Context: an optimization exercise on an open-source flow, tuned for small area. The choices shown serve that exercise and are no tape-out recipe.
Where RTL was checked, it was by simulation tests only, not by an equivalence proof against the original.
Power figures rest on the tool's default switching activity, not on a simulated workload.

## main
==> flow/design.v <==
module NCO #(N = 32, B = 4)(
  input clk,
  input rst,                  
  input [N-1:0] ctrl,         
  output reg [15:0] sin_out   
);
function automatic [N-1:0] add;
  input [N-1:0] a, b;
  integer i, k;
  reg c, G, P;
  reg [N-1:0] g, p;
  begin
    g = a & b;
    p = a ^ b;
    c = 1'b0;
    for (k = 0; k < N; k = k + B) begin
      G = 1'b0; P = 1'b1;
      for (i = k; i < k + B; i = i + 1) begin
        G = g[i] | (p[i] & G);
        P = P & p[i];
      end
      for (i = k; i < k + B; i = i + 1) begin
        add[i] = p[i] ^ c;
        c = g[i] | (p[i] & c);
      end
      c = G | (P & c);
    end
  end
endfunction
reg [N-1:0] phase;
reg [7:0] ph1, ph2;
always @(posedge clk) begin
  if (rst)
    phase <= {N{1'b0}};
  else
    phase <= add(phase, ctrl);
  ph1 <= phase[N-1:N-8];
  ph2 <= ph1;
end
reg [5:0] sin_lut_sel;
reg [15:0] sin_lut_val;
always @(*) begin
  sin_lut_sel = ph2[6] ? ~(ph2[5:0]-1'b1) : ph2[5:0];
  if (ph2[6] & ~|ph2[5:0]) begin
    sin_out = ph2[7] ? 16'b10000000_00000001 : 16'b01111111_11111111;
  end else begin
    sin_out = ph2[7] ? (~sin_lut_val+1'b1) : sin_lut_val;
  end
  case(sin_lut_sel)
    6'h00 : sin_lut_val = 16'h0000;
    6'h01 : sin_lut_val = 16'h0324;
    6'h02 : sin_lut_val = 16'h0648;
    6'h03 : sin_lut_val = 16'h096A;
    6'h04 : sin_lut_val = 16'h0C8C;
    6'h05 : sin_lut_val = 16'h0FAB;
    6'h06 : sin_lut_val = 16'h12C8;
    6'h07 : sin_lut_val = 16'h15E2;
    6'h08 : sin_lut_val = 16'h18F9;
    6'h09 : sin_lut_val = 16'h1C0B;
    6'h0A : sin_lut_val = 16'h1F1A;
    6'h0B : sin_lut_val = 16'h2223;
    6'h0C : sin_lut_val = 16'h2528;
    6'h0D : sin_lut_val = 16'h2826;
    6'h0E : sin_lut_val = 16'h2B1F;
    6'h0F : sin_lut_val = 16'h2E11;
    6'h10 : sin_lut_val = 16'h30FB;
    6'h11 : sin_lut_val = 16'h33DF;
    6'h12 : sin_lut_val = 16'h36BA;
    6'h13 : sin_lut_val = 16'h398C;
    6'h14 : sin_lut_val = 16'h3C56;
    6'h15 : sin_lut_val = 16'h3F17;
    6'h16 : sin_lut_val = 16'h41CE;
    6'h17 : sin_lut_val = 16'h447A;
    6'h18 : sin_lut_val = 16'h471C;
    6'h19 : sin_lut_val = 16'h49B4;
    6'h1A : sin_lut_val = 16'h4C3F;
    6'h1B : sin_lut_val = 16'h4EBF;
    6'h1C : sin_lut_val = 16'h5133;
    6'h1D : sin_lut_val = 16'h539B;
    6'h1E : sin_lut_val = 16'h55F5;
    6'h1F : sin_lut_val = 16'h5842;
    6'h20 : sin_lut_val = 16'h5A82;
    6'h21 : sin_lut_val = 16'h5CB3;
    6'h22 : sin_lut_val = 16'h5ED7;
    6'h23 : sin_lut_val = 16'h60EB;
    6'h24 : sin_lut_val = 16'h62F1;
    6'h25 : sin_lut_val = 16'h64E8;
    6'h26 : sin_lut_val = 16'h66CF;
    6'h27 : sin_lut_val = 16'h68A6;
    6'h28 : sin_lut_val = 16'h6A6D;
    6'h29 : sin_lut_val = 16'h6C23;
    6'h2A : sin_lut_val = 16'h6DC9;
    6'h2B : sin_lut_val = 16'h6F5E;
    6'h2C : sin_lut_val = 16'h70E2;
    6'h2D : sin_lut_val = 16'h7254;
    6'h2E : sin_lut_val = 16'h73B5;
    6'h2F : sin_lut_val = 16'h7504;
    6'h30 : sin_lut_val = 16'h7641;
    6'h31 : sin_lut_val = 16'h776B;
    6'h32 : sin_lut_val = 16'h7884;
    6'h33 : sin_lut_val = 16'h7989;
    6'h34 : sin_lut_val = 16'h7A7C;
    6'h35 : sin_lut_val = 16'h7B5C;
    6'h36 : sin_lut_val = 16'h7C29;
    6'h37 : sin_lut_val = 16'h7CE3;
    6'h38 : sin_lut_val = 16'h7D89;
    6'h39 : sin_lut_val = 16'h7E1D;
    6'h3A : sin_lut_val = 16'h7E9C;
    6'h3B : sin_lut_val = 16'h7F09;
    6'h3C : sin_lut_val = 16'h7F61;
    6'h3D : sin_lut_val = 16'h7FA6;
    6'h3E : sin_lut_val = 16'h7FD8;
    6'h3F : sin_lut_val = 16'h7FF5;
  endcase
end
endmodule
module Chirp #(N = 32, B = 4)(
  input clk,
  input rst,
  input [7:0] delay,           
  input reverse,               
  input [N-1:0] min_ctrl,      
  input [N-1:0] max_ctrl,      
  input [N-1:0] inc_rate,      
  input [N-1:0] div_rate,      
  output reg nco_reset,        
  output reg [N-1:0] nco_ctrl  
);
function automatic ge;
  input [N-1:0] a, b;
  integer i, k;
  reg c, G, T;
  begin
    c = 1'b1;
    for (k = 0; k < N; k = k + B) begin
      G = 1'b0; T = 1'b1;
      for (i = k; i < k + B; i = i + 1) begin
        G = (a[i] & ~b[i]) | ((a[i] | ~b[i]) & G);
        T = T & (a[i] | ~b[i]);
      end
      c = G | (T & c);
    end
    ge = c;
  end
endfunction
function automatic [N-1:0] add;
  input [N-1:0] a, b;
  input ci;
  integer i, k;
  reg c, G, P;
  reg [N-1:0] g, p;
  begin
    g = a & b;
    p = a ^ b;
    c = ci;
    for (k = 0; k < N; k = k + B) begin
      G = 1'b0; P = 1'b1;
      for (i = k; i < k + B; i = i + 1) begin
        G = g[i] | (p[i] & G);
        P = P & p[i];
      end
      for (i = k; i < k + B; i = i + 1) begin
        add[i] = p[i] ^ c;
        c = g[i] | (p[i] & c);
      end
      c = G | (P & c);
    end
  end
endfunction
function automatic [N-1:0] dec;
  input [N-1:0] a;
  integer i, k;
  reg c, P;
  begin
    c = 1'b1;
    for (k = 0; k < N; k = k + B) begin
      P = ~|a[k +: B];
      for (i = k; i < k + B; i = i + 1) begin
        dec[i] = a[i] ^ c;
        c = c & ~a[i];
      end
      c = P & c;
    end
  end
endfunction
wire [N-1:0] stt_ctrl = reverse ? max_ctrl : min_ctrl;
wire end_flag = reverse ? ge(min_ctrl, nco_ctrl) : ge(nco_ctrl, max_ctrl);
reg [N-1:0] rate_count_n;     
reg [7:0] delay_count;
wire step = ge(~div_rate, rate_count_n);
wire [N-1:0] nco_step = add(nco_ctrl, inc_rate ^ {N{reverse}}, reverse);
always @(posedge clk) begin
  if (rst) begin
    rate_count_n <= {N{1'b1}};
    delay_count <= 8'b0;
    nco_reset <= 1'b1;
    nco_ctrl <= {N{1'b0}};
  end else begin
    if (end_flag) begin
      nco_ctrl <= stt_ctrl;
      rate_count_n <= dec(rate_count_n);
    end else if (step) begin
      nco_ctrl <= nco_step;
      rate_count_n <= {N{1'b1}};
    end else
      rate_count_n <= dec(rate_count_n);
    if (end_flag) begin
      if (delay_count >= delay)
        delay_count <= 8'b0;
      else
        delay_count <= delay_count + 1'b1;
    end
    nco_reset <= |delay_count;
  end
end
endmodule
module WaveGenerator #(N = 32, M = 16)(
  input clk,
  input rst,
  input chirp_reverse,             
  input [7:0] chirp_delay,         
  input [N-1:0] chirp_min_ctrl,    
  input [N-1:0] chirp_max_ctrl,    
  input [N-1:0] chirp_inc_rate,    
  input [N-1:0] chirp_div_rate,    
  output [M-1:0] waveform          
);
wire chirp_nco_reset;
wire [N-1:0] chirp_nco_ctrl;
NCO #(.N(N)) NCO0 (
  .clk     ( clk             ),
  .rst     ( chirp_nco_reset ),
  .ctrl    ( chirp_nco_ctrl  ),
  .sin_out ( waveform        )
);
Chirp #(.N(N)) Chirp0 (
  .clk       ( clk             ),
  .rst       ( rst             ),
  .delay     ( chirp_delay     ),
  .reverse   ( chirp_reverse   ),
  .min_ctrl  ( chirp_min_ctrl  ),
  .max_ctrl  ( chirp_max_ctrl  ),
  .inc_rate  ( chirp_inc_rate  ),
  .div_rate  ( chirp_div_rate  ),
  .nco_reset ( chirp_nco_reset ),
  .nco_ctrl  ( chirp_nco_ctrl  )
);
endmodule
clock: 6.0 ns
lec_check: 0
cap_margin: 20
core_margin: 2
core_utilization: 40
setup_slack_margin: -0.3
slew_margin: 20
standard.sh (not shown) runs the stock make flow with config.mk's settings and CLKGATE_MAP_FILE= SYNTH_SCRIPT=/design/flow/synth_recipe.tcl, a recipe that flattens the netlist after the stock synthesis.
==> flow/flow/run.sh <==
#!/bin/bash
# Standard ORFS layout, with these changes:
#  - synthesis maps logic with an area-oriented ABC script (flow/abc.script)
#    and leaves adders as plain logic (no full/half-adder cells); registers
#    are the standard synthesis's (same passes up to mapping, same names)
#  - ports are buffered with the smallest buffer
set -u
W=$(pwd)
export MY_ABC_SCRIPT=$W/flow/abc.script
export MY_NO_FA=1
bash standard.sh SYNTH_SCRIPT=$W/flow/my_synth.tcl \
  BUFFER_PORTS_ARGS="-buffer_cell sky130_fd_sc_hd__buf_1" \
  CTS_ARGS="-sink_clustering_enable -repair_clock_nets -dont_use_dummy_load -buf_list sky130_fd_sc_hd__clkbuf_8" finish > standard.log 2>&1
==> flow/flow/abc.script <==
strash
ifraig
dch
map -D 5000
topo
upsize -c
dnsize -c
topo
stime -c
==> flow/flow/my_synth.tcl <==
proc synth {args} { yosys synth -nofsm -noshare {*}$args }
if { [info exists ::env(MY_ABC_SCRIPT)] && $::env(MY_ABC_SCRIPT) ne "" } {
  proc abc {args} {
    set i [lsearch -exact $args -script]
    if { $i >= 0 } { set args [lreplace $args $i [expr {$i + 1}] -script $::env(MY_ABC_SCRIPT)] }
    set i [lsearch -exact $args -D]
    if { $i >= 0 && [info exists ::env(MY_ABC_D)] } { set args [lreplace $args $i [expr {$i + 1}] -D $::env(MY_ABC_D)] }
    puts "my abc: $args"
    if { [info exists ::env(MY_ABC_KEEP_SCRIPT)] && [info exists ::env(SYNTH_KEEP_MODULES)] } {
      set kargs $args
      set i [lsearch -exact $kargs -script]
      set kargs [lreplace $kargs $i [expr {$i + 1}] -script $::env(MY_ABC_KEEP_SCRIPT)]
      foreach m $::env(SYNTH_KEEP_MODULES) {
        yosys abc {*}$kargs $m
      }
      yosys abc {*}$args $::env(DESIGN_NAME)
    } else {
      yosys abc {*}$args
    }
  }
}
if { [info exists ::env(MY_NO_FA)] && $::env(MY_NO_FA) eq "1" } {
  proc extract_fa {args} { puts "extract_fa skipped" }
}
source $::env(SCRIPTS_DIR)/synth.tcl
# left out here: clear keep_hierarchy, flatten, clean up, hide names made inside functions, write 1_2_yosys.v
main finished all stages; layout check result: FAIL, due to setup timing.
The following lists how the feature branch was set up differently from main:
--- a/flow/design.v
+++ b/flow/design.v
@@ -1,4 +1,4 @@
-module NCO #(N = 32, B = 4)(
+module NCO #(N = 32, B = 8)(
   input clk,
   input rst,                  
   input [N-1:0] ctrl,         
@@ -114,7 +114,7 @@
   endcase
 end
 endmodule
-module Chirp #(N = 32, B = 4)(
+module Chirp #(N = 32, B = 8)(
   input clk,
   input rst,
   input [7:0] delay,           
--- outcome ---
Fmax: the feature branch above main. [compare] base=main new=the feature branch: total routed wirelength increased about 3.2%; via density per instance increased about 1.1%; die area increased 1.3%; total power increased 2.0%. Compared with main, in the feature branch final area decreased about 1.5%; setup slack moved up; part of the total power dissipated in combinational logic up 0.8 points. Post-synthesis compound-gate area fraction for the feature branch is lower than for main. For the post-route setup TNS, the feature branch came in 0.52 ns higher than main did. Looking across main and the feature branch, the single run that reached the end with no open violations was the feature branch. Final checks on main, whose flow otherwise completed, came back failing, citing setup timing. Delta(worst hold slack, the feature branch - main) > 0. Average wire per cell in the routed design ends up higher on the feature branch. In the feature branch relative to main, post-synth design cell area had gone up slightly.
Function not checked in main: the RTL went through the layout flow alone.

what the ideal ports hide:
Ports are ideal in the flow. The routed layouts listed here were re-timed in OpenROAD.
Step 1, drivers: a clkbuf_16 drives clk and a buf_2 each remaining input, both assumed.
Step 2 moves the port delays by t, midway between the first and last clock arrival at a register: inputs arrive t later, outputs are due t later. That takes back most of the time a late clock gives input paths.
a / b / c = ideal / step 1 / step 2; a / b = the first two.
run	t, ns	setup WS [ns]	slew at the worst register clock pin (ns)	worst data-port slew with drivers (ns)	cell pins on the clock port's net
main	0.461	-0.224 / -0.279 / -0.740	0.08 / 0.08	0.13	1
the feature branch	0.468	0.392 / 0.329 / -0.139	0.09 / 0.09	0.12	1
Met with ideal ports but missed after step 2: setup timing in the feature branch. For the feature branch, which loses most, drivers alone change the setup slack by -0.063 ns; drivers and shift together by -0.531 ns.
